From an optimization exercise on the open Yosys and OpenROAD flow, aimed at small area; shortcuts taken in it are not production practice. In this exercise RTL edits were held to simulation tests only and were not proved equivalent to the original. The clock port is modelled as an ideal driver; clocking choices that lean on that would not hold on a real chip. No activity file was given, so power comes from the tool's default toggle rates.

`flow/design.v`:
```
`timescale 1ns / 1ps
module irqgen_controller#(
        parameter integer C_AMOUNT_OF_IRQLINES = 16,
        parameter integer C_WIDTH_OF_IRQRATE = 14,
        parameter integer C_WIDTH_OF_IRQAMT = 12
    )(
        input wire                              ACLK,
        input wire                              ARESETN,
        input wire [C_WIDTH_OF_IRQRATE-1:0]     irq_rate,
        input wire [C_WIDTH_OF_IRQAMT-1:0]      irq_amt,
        input wire [4-1:0]                      irq_line,
        input wire [5-1:0]                      irq_handled,
        input wire                              start,
        output wire                             irq_rise,
        output wire [C_AMOUNT_OF_IRQLINES-1:0]  irq_out
    );
    reg [C_WIDTH_OF_IRQRATE-1:0] irq_rate_r;
    reg [C_WIDTH_OF_IRQAMT-1:0]  remaining_r;
    reg [4-1:0]                  irq_line_r;
    reg [C_WIDTH_OF_IRQRATE-1:0] irq_throttle_r;
    reg                          start_r;
    reg                          running;
    reg                          active;
    wire done      = (remaining_r == 'd0);
    wire run_next  = running & ~done;
    wire ack       = irq_handled[0] & (irq_handled[4:1] == irq_line_r);
    wire fire      = (irq_throttle_r >= irq_rate_r);
    wire step      = running & ~ack & ~active & ~done;
    assign irq_rise = step & fire;
    genvar i;
    generate
        for (i = 0; i < C_AMOUNT_OF_IRQLINES; i = i + 1) begin : g_out
            assign irq_out[i] = active & (irq_line_r == i);
        end
    endgenerate
    always @(posedge ACLK) begin
        if (start & ~run_next) begin
            irq_rate_r  <= irq_rate;
            remaining_r <= irq_amt;
            irq_line_r  <= irq_line;
        end else if (running & ack) begin
            remaining_r <= remaining_r - 'd1;
        end
    end
    always @(posedge ACLK) begin
        if (~ARESETN) begin
            start_r        <= 1'b0;
            running        <= 1'b0;
            active         <= 1'b0;
            irq_throttle_r <= 'd0;
        end else begin
            start_r <= start & ~run_next;
            running <= start_r | run_next;
            if (running & ack)
                active <= 1'b0;
            else if (irq_rise)
                active <= 1'b1;
            if (irq_rise)
                irq_throttle_r <= 'd0;
            else if (step)
                irq_throttle_r <= irq_throttle_r + 'd1;
        end
    end
endmodule
`timescale 1ns / 1ps
module irq_generator#(
        parameter integer C_S_AXI_DATA_WIDTH = 32,
        parameter integer C_S_AXI_ADDR_WIDTH = 16,
        parameter integer C_AMOUNT_OF_IRQLINES = 16
    )(
        input wire                              ACLK,
        input wire                              ARESETN,
        output wire [C_AMOUNT_OF_IRQLINES-1:0]  irqgen_introut,
        input wire [C_S_AXI_ADDR_WIDTH-1:0]     S_AXI_AWADDR,
        input wire [2:0]                        S_AXI_AWPROT,
        input wire                              S_AXI_AWVALID,
        output wire                             S_AXI_AWREADY,
        input wire [C_S_AXI_DATA_WIDTH-1:0]     S_AXI_WDATA,
        input wire [(C_S_AXI_DATA_WIDTH/8)-1:0] S_AXI_WSTRB,
        input wire                              S_AXI_WVALID,
        output wire                             S_AXI_WREADY,
        output wire [1:0]                       S_AXI_BRESP,
        output reg                              S_AXI_BVALID,
        input wire                              S_AXI_BREADY,
        input wire [C_S_AXI_ADDR_WIDTH-1:0]     S_AXI_ARADDR,
        input wire [2:0]                        S_AXI_ARPROT,
        input wire                              S_AXI_ARVALID,
        output wire                             S_AXI_ARREADY,
        output reg [C_S_AXI_DATA_WIDTH-1:0]     S_AXI_RDATA,
        output wire [1:0]                       S_AXI_RRESP,
        output reg                              S_AXI_RVALID,
        input wire                              S_AXI_RREADY
    );
    reg  [31:0] irq_gen_ctrl_r;
    reg  [31:0] irq_count_r;
    reg         wready_r;        
    reg         irq_rise_r;      
    wire        wr_fire  = S_AXI_AWVALID & S_AXI_WVALID & ~wready_r;
    wire        wr_ctrl  = wr_fire & (S_AXI_AWADDR == 16'h0000);
    wire        wr_gen   = wr_fire & (S_AXI_AWADDR == 16'h0004) &
                           (S_AXI_WDATA[31:16] != 16'd0) & irq_gen_ctrl_r[0];
    wire        irq_rise;
    assign S_AXI_AWREADY = wready_r;
    assign S_AXI_WREADY  = wready_r;
    assign S_AXI_BRESP   = 2'b00;
    assign S_AXI_RRESP   = 2'b00;
    assign S_AXI_ARREADY = 1'b1;
    always @(posedge ACLK) begin
        if (~ARESETN) begin
            wready_r       <= 1'b0;
            S_AXI_BVALID   <= 1'b0;
            irq_gen_ctrl_r <= 32'd0;
        end else begin
            wready_r <= wr_fire;
            if (S_AXI_BVALID)
                S_AXI_BVALID <= ~S_AXI_BREADY;
            else
                S_AXI_BVALID <= S_AXI_AWVALID & S_AXI_WVALID & wready_r;
            if (wr_ctrl)
                irq_gen_ctrl_r <= S_AXI_WDATA;
            else
                irq_gen_ctrl_r[1] <= 1'b0;
        end
    end
    always @(posedge ACLK) begin
        if (~ARESETN)
            S_AXI_RVALID <= 1'b0;
        else if (S_AXI_RVALID)
            S_AXI_RVALID <= ~S_AXI_RREADY;
        else
            S_AXI_RVALID <= S_AXI_ARVALID;
    end
    always @(posedge ACLK) begin
        if (~S_AXI_RVALID)
            S_AXI_RDATA <= S_AXI_ARADDR[3] ? irq_count_r : irq_gen_ctrl_r;
    end
    irqgen_controller #(
        .C_AMOUNT_OF_IRQLINES(C_AMOUNT_OF_IRQLINES),
        .C_WIDTH_OF_IRQRATE(14),
        .C_WIDTH_OF_IRQAMT(12)
    ) irqgen_ctrl_inst (
        .ACLK(ACLK),
        .ARESETN(ARESETN),
        .irq_rate(S_AXI_WDATA[19:6]),
        .irq_amt(S_AXI_WDATA[31:20]),
        .irq_line(S_AXI_WDATA[3:0]),
        .irq_handled(irq_gen_ctrl_r[5:1]),
        .start(wr_gen),
        .irq_rise(irq_rise),
        .irq_out(irqgen_introut)
    );
    always @(posedge ACLK) begin
        if (~ARESETN) begin
            irq_rise_r  <= 1'b0;
            irq_count_r <= 32'd0;
        end else begin
            irq_rise_r  <= irq_rise;
            irq_count_r <= irq_count_r + {31'd0, irq_rise_r};
        end
    end
endmodule
```
`flow/run.sh`:
```
#!/bin/bash
# synth_recipe.tcl (not shown) runs the flow's synth.tcl, then flattens the netlist and writes it again
# the make line also repeats each setting of config.mk as NAME=value (left out here)
make -C /OpenROAD-flow-scripts/flow DESIGN_CONFIG=/design/flow/config.mk WORK_HOME=/design/flow/orfs CLKGATE_MAP_FILE= SYNTH_SCRIPT=/design/flow/synth_recipe.tcl finish
```
`flow/config.mk`:
```
export PLATFORM = sky130hd
export DESIGN_NAME = irq_generator
export DESIGN_NICKNAME = irq_generator
export VERILOG_FILES = /design/flow/design.v
export SDC_FILE = /design/flow/constraint.sdc
export NUM_CORES = 4
export LEC_CHECK = 0
export CAP_MARGIN = 20
export CORE_MARGIN = 2
export CORE_UTILIZATION = 40
export SLEW_MARGIN = 20
```
`flow/constraint.sdc`:
```
create_clock -name core_clock -period 5.0 [get_ports {ACLK}]
set_input_delay 1.0000 -clock core_clock [delete_from_list [all_inputs] [get_ports {ACLK}]]
set_output_delay 1.0000 -clock core_clock [all_outputs]
set_load 0.01 [all_outputs]
```
==> summary.txt, run 1 <==
Critical path
  – Crit start category: flop
  – Cells along the critical path: or3b_2 -> nor3_1 -> clkdlybuf4s50_1
  – Crit path max-delay cell type: clkdlybuf4s50_1
  – FF-to-FF path depth: 7
  – RR Startpoint: irqgen_ctrl_inst.remaining_r[0]
  – Reg-to-reg slack, setup: 1.97 ns
  – Kind of cell adding the most delay to the critical path: simple AND/OR/NAND/NOR gates
  – CP required: 4.00 ns
  – CP max stage delay: 0.58 ns
  – Critical setup path kind: flop to output pin
  – WP buf/inv: 1
  – Crit Path Max Fanout: 9
  – Crit Reg-Reg Endpoint: irqgen_ctrl_inst.remaining_r[5]
  – Crit path arrival time: 2.23 ns
  – Crit. End Element: output pin

Floorplan
  – Io pins: 138
  – Core Area: 0.01652 mm2
  – Cell row count: 47
  – Starting density of the core: between 40% and 50%
  – Die area: 0.01794 mm2
  – Die width: roughly 130 um
  – Die height: 133.9 um

Clock network
  – Level count of the clock H-tree: 4
  – Post-CTS Hold Buffers: 0
  – Clock sinks: 147
  – CTS tree: built
  – TritonCTS Buffers: 17
  – Max clock buf depth: 2
  – Postcts setup bufs: 0
  – Resized Gates After CTS: 0
  – Root Buffer: clkbuf_16
  – CTS clk-pin slew, worst paths: around 0.06 ns
  – Clock Latency Late Sink: 0.42 ns

STA
  – Worst Clk Skew: ~0.0087 ns
  – Hold Violations, Final: 0
  – Actual slew at the worst max-slew pin: 0.8109 ns
  – Final WS setup: 1.774 ns
  – RSZ-0062 raised after global routing: false
  – Hold Slack: 0.4286 ns
  – Setup TNS: 0 ns
  – Fin crit period: approximately 3.2 ns
  – Finish-stage setup viols: 0
  – Maximum clock rate: about 0.31 GHz
  – Final worst path period share: 64.51%
  – Slew Limit Fails: 0
  – Headroom to the max-slew limit: about 46%

Logic synthesis
  – EDFF count, synth: 62
  – Ys Warns: 2
  – Most used DFF post-synth: dfxtp_1
  – Post-Syn Instances: 661
  – Distinct cells, synth: 55
  – Avg Cell Area, Syn: 10.22 um2
  – Sequential share of the synthesized area: around 53%
  – FF+latch count, synth: 147
  – Synthesized area: 0.006753 mm2
  – Asr flop ratio synth: 0%

Layout
  – Most frequent cells in the layout: clkdlybuf4s50_1 (107), nand2_1 (91), dfxtp_1 (85)
  – Layout Nets: about 860
  – Layout cells sized above 1: 11.60%
  – Post-layout util: 51.94%
  – Syn-to-layout area delta: 27.11%
  – Diodes inserted: 0
  – Fill cell count: 1498
  – Commonest non-fill, non-tap cell in the layout: clkdlybuf4s50_1

Global route
  – Antenna violations before repair: 0
  – Global-route usage over all layers: approximately a fifth
  – Largest net degree at the start of global routing: 46
  – Global-route wire length before repair: 26160 um
  – Vias in the first global route: roughly 5100
  – GR Overflow Total: 0

Run
  – Number of max-cap violations: 0

Route
  – Drt total wl: around 16000 um
  – Post-route ant nets: 0
  – Vias: 5198
  – DR iter-0 viols: 299
  – # DRC: 0
  – Vias per cell: 5.219
  – First drt pass iteration count: 5
  – DR WL/cell: 16.32 um

Placed design
  – Hpwl dp: 11890 um
  – GP Congestion: 0.8228
  – Port Buf Inserts: about 110
  – Dpl ws: 1.348 ns

Power and ir drop
  – Pwr dens: about 310 mW/mm2
  – Total power: between 2 and 3 mW
  – Max VDD drop: 0.2244 mV
  – Leakage: 3.097 nW

Hold path
  – Hold Path Cell Cnt: 2
  – Hold-critical path endpoint: irqgen_ctrl_inst.running
  – Hold crit path type: flop to flop
  – Hold wc startpoint: irqgen_ctrl_inst.start_r

Run status
  – Outcome: no timing/DRC/antenna violations
==> synth_stat cells, drive strengths merged (3+ instances only) <==
master,count,area (um2)
a21o,3,22.52
nor2,61,229.0
nand3,19,95.09
nor4,13,81.33
nand4,17,112.6
o21bai,4,30.03
ha,18,225.2
or3,14,87.58
inv,23,86.33
nand2b,3,18.77
nand3b,3,22.52
xnor2,21,183.9
nand2,91,341.6
nor3,12,60.06
clkbuf,17,63.81
o31ai,5,42.54
a211oi,4,35.03
a221oi,11,158.9
a21oi,56,280.3
edfxtp,62,1862
xor2,13,113.9
and2,8,50.05
o21ai,13,76.32
buf,18,118.9
and3,6,37.54
or4,8,63.81
dfxtp,85,1702
mux2,33,371.6
==> worst reg2reg max path, cell delays in order, from the launching register on <==
cell and delay, ns:
edfxtp_1 0.42, inv_1 0.10, ha_1 0.20, or4b_1 0.59, o41ai_4 0.52, nand4_2 0.16, buf_4 0.26, nand2_1 0.41
==> metrics by stage <==
step                      instance area [um2]  cells
final                                    8583    996
after global routing                     8583    996
after detailed placement                 7988    964
after floorplan                          6764    664
after CTS                                8583    996
after global placement                   7988    964
==> layout make-up <==
class	count	area [um2]	share of cell area [%]
Inverter	24	90.09	1.050
Clock buffer	22	465.4	5.423
Clock inverter	10	130.1	1.516
Timing Repair Buffer	115	1131	13.18
Multi-Input combinational cell	458	2928	34.11
Sequential cell	147	3563	41.52
Tap cell	220	275.3	3.207
==> state kept, by name (all words and copies together) (netlist names), 4 cells and up <==
name,count
irqgen_ctrl_inst.irq_rate_r,14
S_AXI_RDATA,32
irq_count_r,32
irqgen_ctrl_inst.remaining_r,12
irqgen_ctrl_inst.irq_line_r,4
irqgen_ctrl_inst.irq_throttle_r,14
irq_gen_ctrl_r,32
==> metal layers <==
layer,vias to the layer above,GRT usage [%],wire (um)
li1,2563,-,-
met1,2504,23.26,7233
met2,103,31.51,8156
met3,28,3.779,506
met4,0,7.801,359
met5,-,0,0
==> kinds of logic after synthesis <==
| kind of cell | synth area share [%] |
|---|---|
| AO/OA/AOI/OAI | 11.15 |
| other | 0.1112 |
| XOR/XNOR | 4.410 |
| flip-flops | 52.77 |
| multiplexers | 5.503 |
| AND/OR/NAND/NOR | 18.68 |
| adder cells (fa/ha/maj) | 3.335 |
| buffers and inverters | 4.039 |
==> where the power goes <==
group	internal, mW	switching [mW]
logic	0.0734	0.0583
registers	1.26	0.00580
clock network	0.811	0.478
total	2.15	0.542
==> how the worst max path moves through the flow <==
| stage | startpoint | end | slack [ns] | cells past startpoint |
|---|---|---|---|---|
| CTS | irqgen_ctrl_inst.active | irqgen_introut[0] | 1.76 | 3 |
| global placement | S_AXI_AWADDR[8] | irqgen_ctrl_inst.irq_rate_r[0] | 1.37 | 4 |
| detailed placement | S_AXI_AWADDR[8] | irqgen_ctrl_inst.irq_rate_r[1] | 1.35 | 4 |
| floorplan | S_AXI_AWADDR[8] | irqgen_ctrl_inst.remaining_r[0] | 2.06 | 5 |
| global route | irqgen_ctrl_inst.active | irqgen_introut[0] | 1.70 | 3 |
| finish | irqgen_ctrl_inst.active | irqgen_introut[0] | 1.77 | 3 |
==> run 2, diff against run 1 <==
--- a/flow/design.v
+++ b/flow/design.v
@@ -96,8 +96,9 @@
     reg         wready_r;        
     reg         irq_rise_r;      
+    reg         ctrl_set_r;      
     wire        wr_fire  = S_AXI_AWVALID & S_AXI_WVALID & ~wready_r;
     wire        wr_ctrl  = wr_fire & (S_AXI_AWADDR == 16'h0000);
     wire        wr_gen   = wr_fire & (S_AXI_AWADDR == 16'h0004) &
-                           (S_AXI_WDATA[31:16] != 16'd0) & irq_gen_ctrl_r[0];
+                           (S_AXI_WDATA[31:16] != 16'd0) & irq_gen_ctrl_r[0] & ctrl_set_r;
     wire        irq_rise;
     assign S_AXI_AWREADY = wready_r;
@@ -110,5 +111,5 @@
             wready_r       <= 1'b0;
             S_AXI_BVALID   <= 1'b0;
-            irq_gen_ctrl_r <= 32'd0;
+            ctrl_set_r     <= 1'b0;
         end else begin
             wready_r <= wr_fire;
@@ -118,8 +119,13 @@
                 S_AXI_BVALID <= S_AXI_AWVALID & S_AXI_WVALID & wready_r;
             if (wr_ctrl)
-                irq_gen_ctrl_r <= S_AXI_WDATA;
-            else
-                irq_gen_ctrl_r[1] <= 1'b0;
+                ctrl_set_r <= 1'b1;
         end
+    end
+    always @(posedge ACLK) begin
+        if (wr_ctrl) begin
+            irq_gen_ctrl_r[31:2] <= S_AXI_WDATA[31:2];
+            irq_gen_ctrl_r[0]    <= S_AXI_WDATA[0];
+        end
+        irq_gen_ctrl_r[1] <= wr_ctrl & S_AXI_WDATA[1];
     end
     always @(posedge ACLK) begin
@@ -131,7 +137,10 @@
             S_AXI_RVALID <= S_AXI_ARVALID;
     end
+    wire [31:0] rd_hold  = {32{S_AXI_RVALID}};
+    wire [31:0] rd_count = {32{~S_AXI_RVALID & S_AXI_ARADDR[3]}};
+    wire [31:0] rd_ctrl  = {32{~S_AXI_RVALID & ~S_AXI_ARADDR[3] & ctrl_set_r}};
     always @(posedge ACLK) begin
-        if (~S_AXI_RVALID)
-            S_AXI_RDATA <= S_AXI_ARADDR[3] ? irq_count_r : irq_gen_ctrl_r;
+        S_AXI_RDATA <= (rd_hold & S_AXI_RDATA) | (rd_count & irq_count_r) |
+                       (rd_ctrl & irq_gen_ctrl_r);
     end
     irqgen_controller #(
==> flow/flow/run.sh (new file) <==
#!/bin/bash
# Own layout flow: the standard flow (standard.sh), with
#  - an area-oriented ABC mapping script (abc_area.script) for synthesis;
#    registers are mapped before ABC runs, so they stay the standard
#    synthesis's registers, with the same names and cell types,
#  - no fixed adder-cell mapping (ADDER_MAP_FILE empty), so ABC maps the
#    adders with the rest of the logic,
#  - sky130_fd_sc_hd__buf_1 as the port buffer cell (every port is still
#    buffered),
#  - CTS with clkbuf_4 clock buffers and no dummy loads.
# The tools' logs are under orfs/logs/; make's output is in standard.log.
set -euo pipefail
W=$(cd "$(dirname "${BASH_SOURCE[0]}")/.." && pwd)
S="$W/scripts_area"
rm -rf "$S"
cp -r "$FLOW_HOME/scripts" "$S"
cp "$W/flow/abc_area.script" "$S/abc_speed.script"
bash "$W/standard.sh" \
    "SCRIPTS_DIR=$S" \
    "ADDER_MAP_FILE=" \
    "BUFFER_PORTS_ARGS=-buffer_cell sky130_fd_sc_hd__buf_1" \
    "CTS_ARGS=-sink_clustering_enable -repair_clock_nets -dont_use_dummy_load -buf_list sky130_fd_sc_hd__clkbuf_4 -sink_clustering_size 20" \
    finish > "$W/standard.log" 2>&1
==> flow/flow/abc_area.script (new file) <==
strash
balance -l
resub -K 6 -l
rewrite -l
resub -K 6 -N 2 -l
refactor -l
resub -K 8 -l
balance -l
resub -K 8 -N 2 -l
rewrite -l
resub -K 10 -l
rewrite -z -l
resub -K 10 -N 2 -l
balance -l
resub -K 12 -l
refactor -z -l
resub -K 12 -N 2 -l
rewrite -z -l
balance -l
&get -n
&st
&dch -f
&nf -a -R 1000
&put
topo
==> flow/standard.sh (new file) <==
#!/bin/bash
# synth_recipe.tcl (not shown) runs the flow's synth.tcl, then flattens the netlist and writes it again
# the make line also repeats each setting of config.mk as NAME=value (left out here)
make -C /OpenROAD-flow-scripts/flow DESIGN_CONFIG=/design/flow/config.mk WORK_HOME=/design/flow/orfs CLKGATE_MAP_FILE= SYNTH_SCRIPT=/design/flow/synth_recipe.tcl "${@:-finish}"
removed: flow/run.sh
==> summary.txt, run 2 <==
Global route
  – Global-route wire length before repair: 18730 um (-28%)
  – Antenna violations before repair: 0 (unchanged)
  – GR Overflow Total: 0 (unchanged)
  – Largest net degree at the start of global routing: 42 (-8.7%)
  – Global-route usage over all layers: 16.36% (-2.3 points)
  – Vias in the first global route: 3843 (-25%)

Clock network
  – TritonCTS Buffers: 17 (unchanged)
  – CTS tree: built
  – CTS clk-pin slew, worst paths: 0.11 ns (+0.05 ns)
  – Clock sinks: 148 (+0.68%)
  – Clock Latency Late Sink: 0.53 ns (+0.11 ns)
  – Postcts setup bufs: 0 (unchanged)
  – Post-CTS Hold Buffers: 0 (unchanged)
  – Resized Gates After CTS: 1 (+1)
  – Max clock buf depth: 2 (unchanged)
  – Root Buffer: clkbuf_4
  – Level count of the clock H-tree: 4 (unchanged)

Logic synthesis
  – Synthesized area: 0.005619 mm2 (-17%)
  – Sequential share of the synthesized area: 63.59% (+11 points)
  – Distinct cells, synth: 37 (-33%)
  – Avg Cell Area, Syn: 11.54 um2 (+13%)
  – Most used DFF post-synth: dfxtp_1
  – Asr flop ratio synth: 0% (unchanged)
  – EDFF count, synth: 61 (-1.6%)
  – Post-Syn Instances: 487 (-26%)
  – Count leader, synth: dfxtp_1
  – Area leader, netlist: edfxtp_1
  – Synth top area share: 32.60% (+5.0 points)
  – FF+latch count, synth: 148 (+0.68%)
  – Main area contributors after synthesis: edfxtp_1 (33%), dfxtp_1 (31%), a222oi_1 (5.7%)
  – Ys Warns: 2 (unchanged)
  – Post-synth top cells: dfxtp_1 (87), edfxtp_1 (61), clkinv_1 (48)

Placed design
  – DP Area: 0.006315 mm2 (-21%)
  – Dpl ws: -0.01257 ns (-1.361 ns)
  – Port Buf Inserts: 107 (unchanged)
  – GP Congestion: 0.7989 (-2.9%)
  – Hpwl dp: 8177 um (-31%)

Critical path
  – Crit path arrival time: 5.02 ns (+2.79 ns)
  – CP required: 5.43 ns (+1.43 ns)
  – RR Startpoint: irq_count_r[1]
  – Crit path max-delay cell type: dfxtp_1
  – Crit start category: flop
  – Crit. End Element: flop
  – FF-to-FF path depth: 22 (+15)
  – Reg-to-reg slack, setup: 0.41 ns (-1.56 ns)
  – Crit Reg-Reg Endpoint: irq_count_r[31]
  – CP max stage delay: 0.33 ns (-0.25 ns)
  – Cells along the critical path: and3_1 -> and3_1 -> and2_4 -> and3_4 -> and2_0 -> and3_1 -> and2_2 -> and3_1 -> and2_1 -> and3_1 -> and2_0 -> and3_1 -> and2_2 -> and3_1 -> and2_4 -> and3_1 -> and2_0 -> and3_1 -> and2_1 -> and3_1 -> o21ai_0 -> a21oi_1
  – Crit Path Max Fanout: 5 (-4)
  – Cell mode on critical path: and3_1
  – Critical setup path kind: flop to flop

Hold path
  – Hold-critical path endpoint: irqgen_ctrl_inst.running
  – Hold wc startpoint: irqgen_ctrl_inst.start_r
  – Hold crit path type: flop to flop
  – Hold Path Cell Cnt: 1 (-1)

Floorplan
  – Die width: 122.5 um (-8.5%)
  – Starting density of the core: 40.64% (-0.23 points)
  – Io pins: 138 (unchanged)
  – Core Area: 0.01383 mm2 (-16%)
  – Die area: 0.01501 mm2 (-16%)
  – Cell row count: 43 (-8.5%)
  – Die height: 122.5 um (-8.5%)

STA
  – Hold Slack: 0.4601 ns (+0.03148 ns)
  – RSZ-0062 raised after global routing: false
  – Slew Limit Fails: 0 (unchanged)
  – Hold Violations, Final: 0 (unchanged)
  – Final WS setup: 0.4094 ns (-1.365 ns)
  – Final worst path period share: 91.81% (+27 points)
  – Maximum clock rate: 0.2178 GHz (-30%)
  – Finish-stage setup viols: 0 (unchanged)
  – Headroom to the max-slew limit: 49.67% (+3.8 points)
  – Worst Clk Skew: 0.02584 ns (+0.01712 ns)
  – Actual slew at the worst max-slew pin: 0.7515 ns (-0.05937 ns)
  – Fin crit period: 4.591 ns (+1.365 ns)

Run
  – Number of max-cap violations: 0 (unchanged)

Layout
  – Final Cell Area: 0.006491 mm2 (-24%)
  – Layout Nets: 702 (-19%)
  – Fill cell count: 1273 (-15%)
  – Sequential Area: 0.003573 mm2 (+0.28%)
  – Layout cells sized above 1: 6.300% (-5.3 points)
  – Area of the multi-input gates: 0.001878 mm2 (-36%)
  – Largest registers: S_AXI_RDATA (32), irq_count_r (32), irq_gen_ctrl_r (32)
  – Commonest non-fill, non-tap cell in the layout: buf_1
  – Most frequent cells in the layout: buf_1 (107), dfxtp_1 (87), edfxtp_1 (61)
  – Syn-to-layout area delta: 15.52%

Route
  – DR WL/cell: 14.98 um (-8.2%)
  – DR iter-0 viols: 307 (+2.7%)
  – Drt total wl: 11980 um (-26%)
  – First drt pass iteration count: 7 (+2)
  – Vias per cell: 5.308 (+1.7%)
  – # DRC: 0 (unchanged)
  – Post-route ant nets: 0 (unchanged)
  – Vias: 4246 (-18%)

Power and ir drop
  – Leakage: 2.175 nW (-30%)
  – Total power: 1.815 mW (-33%)
  – Pwr dens: 279.5 mW/mm2 (-11%)
  – Max VDD drop: 0.1152 mV (-49%)

Run status
  – Outcome: no timing/DRC/antenna violations
-- run 2: routing by layer --
layer	vias up	track usage (%)	share of wire [%]
li1	2083	-	-
met1	2037	20.44	45
met2	104	26.74	48
met3	22	4.322	5.0
met4	0	7.040	2.2
met5	-	0	0
-- run 2: stage by stage --
step                      TNS [ns]  instances  utilization [%]
after CTS                        0        798            46.59
after global placement           0        781            45.67
after detailed placement  -0.01257        781            45.67
after floorplan                  0        490                -
final                            0        800            46.95
after global routing             0        799            46.93
-- run 2: cell type report --
cell class / count / area share (%)
multi-input cells: 288 / 28.93
repair buffers: 118 / 7.768
flip-flops and latches: 148 / 55.05
diodes: 1 / 0.03855
well taps: 180 / 3.470
clock buffers: 17 / 1.966
inverters: 48 / 2.776
-- run 2: how the worst max path moves through the flow --
stage,end,cells after the start,startpoint
after CTS,irq_count_r[31],22,irq_count_r[0]
after global routing,irq_count_r[31],22,irq_count_r[0]
final,irq_count_r[31],22,irq_count_r[1]
after floorplan,irq_count_r[31],22,irq_count_r[1]
after global placement,irq_count_r[31],22,irq_count_r[0]
after detailed placement,irq_count_r[31],22,irq_count_r[0]
-- run 2: cell families after synthesis --
| logic type | synth area share [%] |
|---|---|
| simple gates | 13.49 |
| flops | 63.59 |
| xor+xnor | 1.714 |
| other cells | 0.1337 |
| mux | 2.004 |
| buf+inv | 4.008 |
| fa+ha+maj | 0.5344 |
| compound gates | 14.52 |
-- run 2: worst max-delay path: cells and delay by family (launching register included) --
family | cells | cell delay [ns]
simple gates | 20 | 3.98
flops | 1 | 0.33
compound gates | 2 | 0.19
-- run 2: report_power, final --
group | switching [mW] | internal (mW)
Sequential | 0.000572 | 1.25
Combinational | 0.0407 | 0.0177
Clock | 0.347 | 0.155
Total | 0.388 | 1.43
==> run 3, diff against run 2 <==
--- a/flow/design.v
+++ b/flow/design.v
@@ -37,9 +37,10 @@
         if (start & ~run_next) begin
             irq_rate_r  <= irq_rate;
-            remaining_r <= irq_amt;
             irq_line_r  <= irq_line;
-        end else if (running & ack) begin
-            remaining_r <= remaining_r - 'd1;
         end
+    end
+    always @(posedge ACLK) begin
+        remaining_r <= (start & ~run_next) ? irq_amt :
+                       remaining_r - {{(C_WIDTH_OF_IRQAMT-1){1'b0}}, running & ack};
     end
     always @(posedge ACLK) begin
--- a/flow/flow/run.sh
+++ b/flow/flow/run.sh
@@ -8,5 +8,6 @@
 #  - sky130_fd_sc_hd__buf_1 as the port buffer cell (every port is still
 #    buffered),
-#  - CTS with clkbuf_4 clock buffers and no dummy loads.
+#  - CTS with clkbuf_4 clock buffers and no dummy loads; afterwards the
+#    buffers that drive ten or more pins become clkbuf_8 (post_cts.tcl).
 # The tools' logs are under orfs/logs/; make's output is in standard.log.
 set -euo pipefail
@@ -21,3 +22,4 @@
     "BUFFER_PORTS_ARGS=-buffer_cell sky130_fd_sc_hd__buf_1" \
     "CTS_ARGS=-sink_clustering_enable -repair_clock_nets -dont_use_dummy_load -buf_list sky130_fd_sc_hd__clkbuf_4 -sink_clustering_size 20" \
+    "POST_CTS_TCL=$W/flow/post_cts.tcl" \
     finish > "$W/standard.log" 2>&1
--- a/flow/flow/abc_area.script
+++ b/flow/flow/abc_area.script
@@ -1,2 +1,26 @@
+strash
+balance -l
+resub -K 6 -l
+rewrite -l
+resub -K 6 -N 2 -l
+refactor -l
+resub -K 8 -l
+balance -l
+resub -K 8 -N 2 -l
+rewrite -l
+resub -K 10 -l
+rewrite -z -l
+resub -K 10 -N 2 -l
+balance -l
+resub -K 12 -l
+refactor -z -l
+resub -K 12 -N 2 -l
+rewrite -z -l
+balance -l
+&get -n
+&st
+&dch -f
+&nf -a -R 1000
+&put
 strash
 balance -l
==> flow/flow/post_cts.tcl (new file) <==
set upsized 0
foreach inst [[ord::get_db_block] getInsts] {
  if {[[$inst getMaster] getName] ne "sky130_fd_sc_hd__clkbuf_4"} { continue }
  set net [[$inst findITerm X] getNet]
  if {$net eq "NULL"} { continue }
  set fanout [expr {[llength [$net getITerms]] - 1}]
  if {$fanout >= 10} {
    replace_cell [$inst getName] sky130_fd_sc_hd__clkbuf_8
    incr upsized
  }
}
puts "post_cts: upsized $upsized clock buffers to clkbuf_8"
if {$upsized > 0} {
  detailed_placement
  check_placement -verbose
}
==> summary.txt, run 3 <==
Clock network
  – CTS tree: built
  – Clock Latency Late Sink: 0.44 ns (-0.09 ns)
  – Clock sinks: 148 (unchanged)
  – CTS clk-pin slew, worst paths: 0.10 ns (about the same)

Global route
  – Largest net degree at the start of global routing: 33 (-21%)
  – Global-route usage over all layers: 17.72% (+1.4 points)
  – Antenna violations before repair: 0 (unchanged)
  – Global-route wire length before repair: 19770 um (+5.5%)
  – GR Overflow Total: 0 (unchanged)
  – Vias in the first global route: 4095 (+6.6%)

Logic synthesis
  – Mux cell area share after synthesis: 0.2081% (-1.8 points)
  – Post-synth top cells: dfxtp_1 (99), nor2_1 (57), clkinv_1 (50)
  – Avg Cell Area, Syn: 10.84 um2 (-6.0%)
  – Synth top area share: 36.63% (+4.0 points)
  – Asr flop ratio synth: 0% (unchanged)
  – Area leader, netlist: dfxtp_1
  – Most used DFF post-synth: dfxtp_1
  – Post-Syn Instances: 499 (+2.5%)
  – Ys Warns: 2 (unchanged)
  – Xor/xnor share of the synthesized area: 1.781% (+0.066 points)
  – Sequential share of the synthesized area: 63.83% (+0.24 points)
  – Distinct cells, synth: 37 (unchanged)
  – Simple-gate share of the synthesized area: 13.99% (+0.50 points)
  – FF+latch count, synth: 148 (unchanged)
  – Synth Area in Compound Gates: 15.75% (+1.2 points)
  – Synthesized area: 0.005410 mm2 (-3.7%)
  – Largest family of logic cells by synthesized area: compound AO/OA/AOI/OAI gates
  – Count leader, synth: dfxtp_1
  – Main area contributors after synthesis: dfxtp_1 (37%), edfxtp_1 (27%), a222oi_1 (5.9%)
  – Adder-Cell Fraction of Synth Area: 0% (-0.53 points)
  – EDFF count, synth: 49 (-20%)

Run status
  – Outcome: no timing/DRC/antenna violations

Power and ir drop
  – Clock group share of total power: 30.7% (+3.0 points)
  – Sw frac: 21.36% (-0.042 points)
  – Sequential share of power: 66.5% (-2.6 points)
  – Internal power contribution: 1.472 mW (+3.2%)
  – Combinational cell fraction of total power: 2.8% (-0.4 points)
  – Total power: 1.872 mW (+3.2%)
  – Pwr dens: 298.9 mW/mm2 (+6.9%)
  – P_sw: 399.8 uW (+3.0%)
  – Leakage: 2.114 nW (-2.8%)
  – Max VDD drop: 0.1354 mV (+17%)

Floorplan
  – Die area: 0.01447 mm2 (-3.6%)
  – Die width: 120.3 um (-1.8%)
  – Io pins: 138 (unchanged)
  – Starting density of the core: 40.85% (+0.22 points)
  – Die height: 120.3 um (-1.8%)
  – Core Area: 0.01324 mm2 (-4.2%)
  – Cell row count: 42 (-2.3%)

Layout
  – Diodes inserted: 0 (-1)
  – Fin cells: 806 (+0.75%)
  – Layout Nets: 713 (+1.6%)
  – Post-layout util: 47.30% (+0.35 points)
  – Largest registers: S_AXI_RDATA (32), irq_count_r (32), irq_gen_ctrl_r (32)
  – Final Cell Area: 0.006264 mm2 (-3.5%)
  – Layout cells sized above 1: 5.397% (-0.90 points)
  – Fill cell count: 1276 (+0.24%)
  – Syn-to-layout area delta: 15.77%
  – Commonest non-fill, non-tap cell in the layout: buf_1
  – Most frequent cells in the layout: buf_1 (107), dfxtp_1 (99), nor2_1 (56)

Placed design
  – Hpwl dp: 8599 um (+5.2%)
  – DP Area: 0.006083 mm2 (-3.7%)
  – GP Congestion: 0.7734 (-3.2%)
  – Dpl ws: -0.007622 ns (+0.004951 ns)
  – Placed cell count: 789 (+1.0%)
  – Port Buf Inserts: 107 (unchanged)

Critical path
  – Crit. End Element: flop
  – CP required: 5.33 ns (-0.10 ns)
  – Crit start category: flop
  – Crit Path Max Fanout: 5 (unchanged)
  – Critical setup path kind: flop to flop
  – Crit path arrival time: 4.94 ns (-0.08 ns)

STA
  – Worst Clk Skew: 0.02985 ns (+0.004014 ns)
  – Hold Violations, Final: 0 (unchanged)
  – Headroom to the max-slew limit: 32.29% (-17 points)
  – Final WS setup: 0.3899 ns (-0.01950 ns)
  – Final worst path period share: 92.20% (+0.39 points)
  – Fin crit period: 4.610 ns (+0.01950 ns)
  – Setup TNS: 0 ns (unchanged)
  – Hold Slack: 0.4484 ns (-0.01172 ns)
  – RSZ-0062 raised after global routing: false
  – Finish-stage setup viols: 0 (unchanged)
  – Maximum clock rate: 0.2169 GHz (-0.42%)
  – Actual slew at the worst max-slew pin: 1.014 ns (+0.2628 ns)
  – Slew Limit Fails: 0 (unchanged)

Route
  – Post-route ant nets: 0 (unchanged)
  – DR WL/cell: 15.38 um (+2.7%)
  – Vias: 4248 (+0.047%)
  – First drt pass iteration count: 7 (unchanged)
  – # DRC: 0 (unchanged)
  – Drt total wl: 12390 um (+3.4%)
  – Vias per cell: 5.270 (-0.70%)
  – DR iter-0 viols: 298 (-2.9%)

Hold path
  – Hold crit path type: flop to flop

Run
  – Number of max-cap violations: 0 (unchanged)
run 3: worst max-delay path: stages (launching register included):
cell     delay (ns)
dfxtp_1        0.33
and3_2         0.24
and3_1         0.20
and2_0         0.17
and3_1         0.21
and2_4         0.18
and3_1         0.21
and2_0         0.17
and3_1         0.21
and2_4         0.18
and3_1         0.20
and2_1         0.20
and3_1         0.22
and2_0         0.18
and3_1         0.21
and2_4         0.18
and3_1         0.21
and2_1         0.21
and3_1         0.22
and2_0         0.17
and3_1         0.20
o21ai_0        0.14
a21oi_1        0.05
run 3: logic make-up after synthesis:
group                  Yosys count
AND/OR/NAND/NOR                154
multiplexers                     1
buffers and inverters           56
AO/OA/AOI/OAI                  127
other                            2
flip-flops                     148
XOR/XNOR                        11
run 3: final cells by class:
class                   instances  area (um2)  area share, %
repair buffers                117       476.7          7.611
multi-input cells             298        1754          28.01
inverters                      50       187.7          2.996
flip-flops and latches        148        3453          55.13
well taps                     176       220.2          3.516
clock buffers                  17       171.4          2.737
run 3: power groups by stage:
stage / logic [mW] / clock network (mW) / registers [mW]
2_1_floorplan: 0.0156 / 0 / 1.27
3_3_place_gp: 0.0515 / 0 / 1.27
3_5_place_dp: 0.0525 / 0 / 1.27
5_1_grt: 0.0564 / 0.639 / 1.25
6_report: 0.0520 / 0.574 / 1.25
run 3: path summary, 6_finish.rpt:
check	cells after the start	endpoint	slack [ns]	startpoint
setup / recovery	22	irq_count_r[31]	0.39	irq_count_r[1]
hold / removal	2	S_AXI_RDATA[20]	0.45	irq_gen_ctrl_r[20]
hold reg to reg	2	S_AXI_RDATA[20]	0.45	irq_gen_ctrl_r[20]
setup reg to reg	22	irq_count_r[31]	0.39	irq_count_r[1]
run 3: layer usage:
layer | global-route usage, % | wire length (um)
met1 | 22.79 | 5615
met2 | 28.41 | 5802
met3 | 5.849 | 810
met4 | 5.596 | 166
met5 | 0 | 0

[separate check: timing with driven ports]
Ports are ideal in the flow. The routed layouts listed here were re-timed in OpenROAD.
Step 1: set_driving_cell puts a clkbuf_16 on ACLK and a buf_2 on each other input, an assumption about the parent block.
Step 2, shift: input delay + t, output delay - t, t = (earliest + latest rising clock arrival at the registers) / 2. This alone moves slack from input paths to output paths.
Three values: ideal ports, drivers, drivers and shift; two values: the first two.
run | shift t [ns] | setup WS [ns] | hold slack, ns | worst setup path at the end | clock arrival spread, ns
run 1 | 0.461 | 1.774 / 1.731 / 1.378 | 0.429 / 0.429 / 0.429 | input to register | 0.009 / 0.009
run 2 | 0.553 | 0.409 / 0.409 / 0.409 | 0.460 / 0.460 / 0.460 | register to register | 0.026 / 0.026
run 3 | 0.454 | 0.390 / 0.390 / 0.390 | 0.448 / 0.448 / 0.448 | register to register | 0.030 / 0.030
After both steps every run listed still meets setup and hold. The setup slack of run 1, which loses most, moves by -0.043 ns with the drivers and by -0.396 ns with both steps.
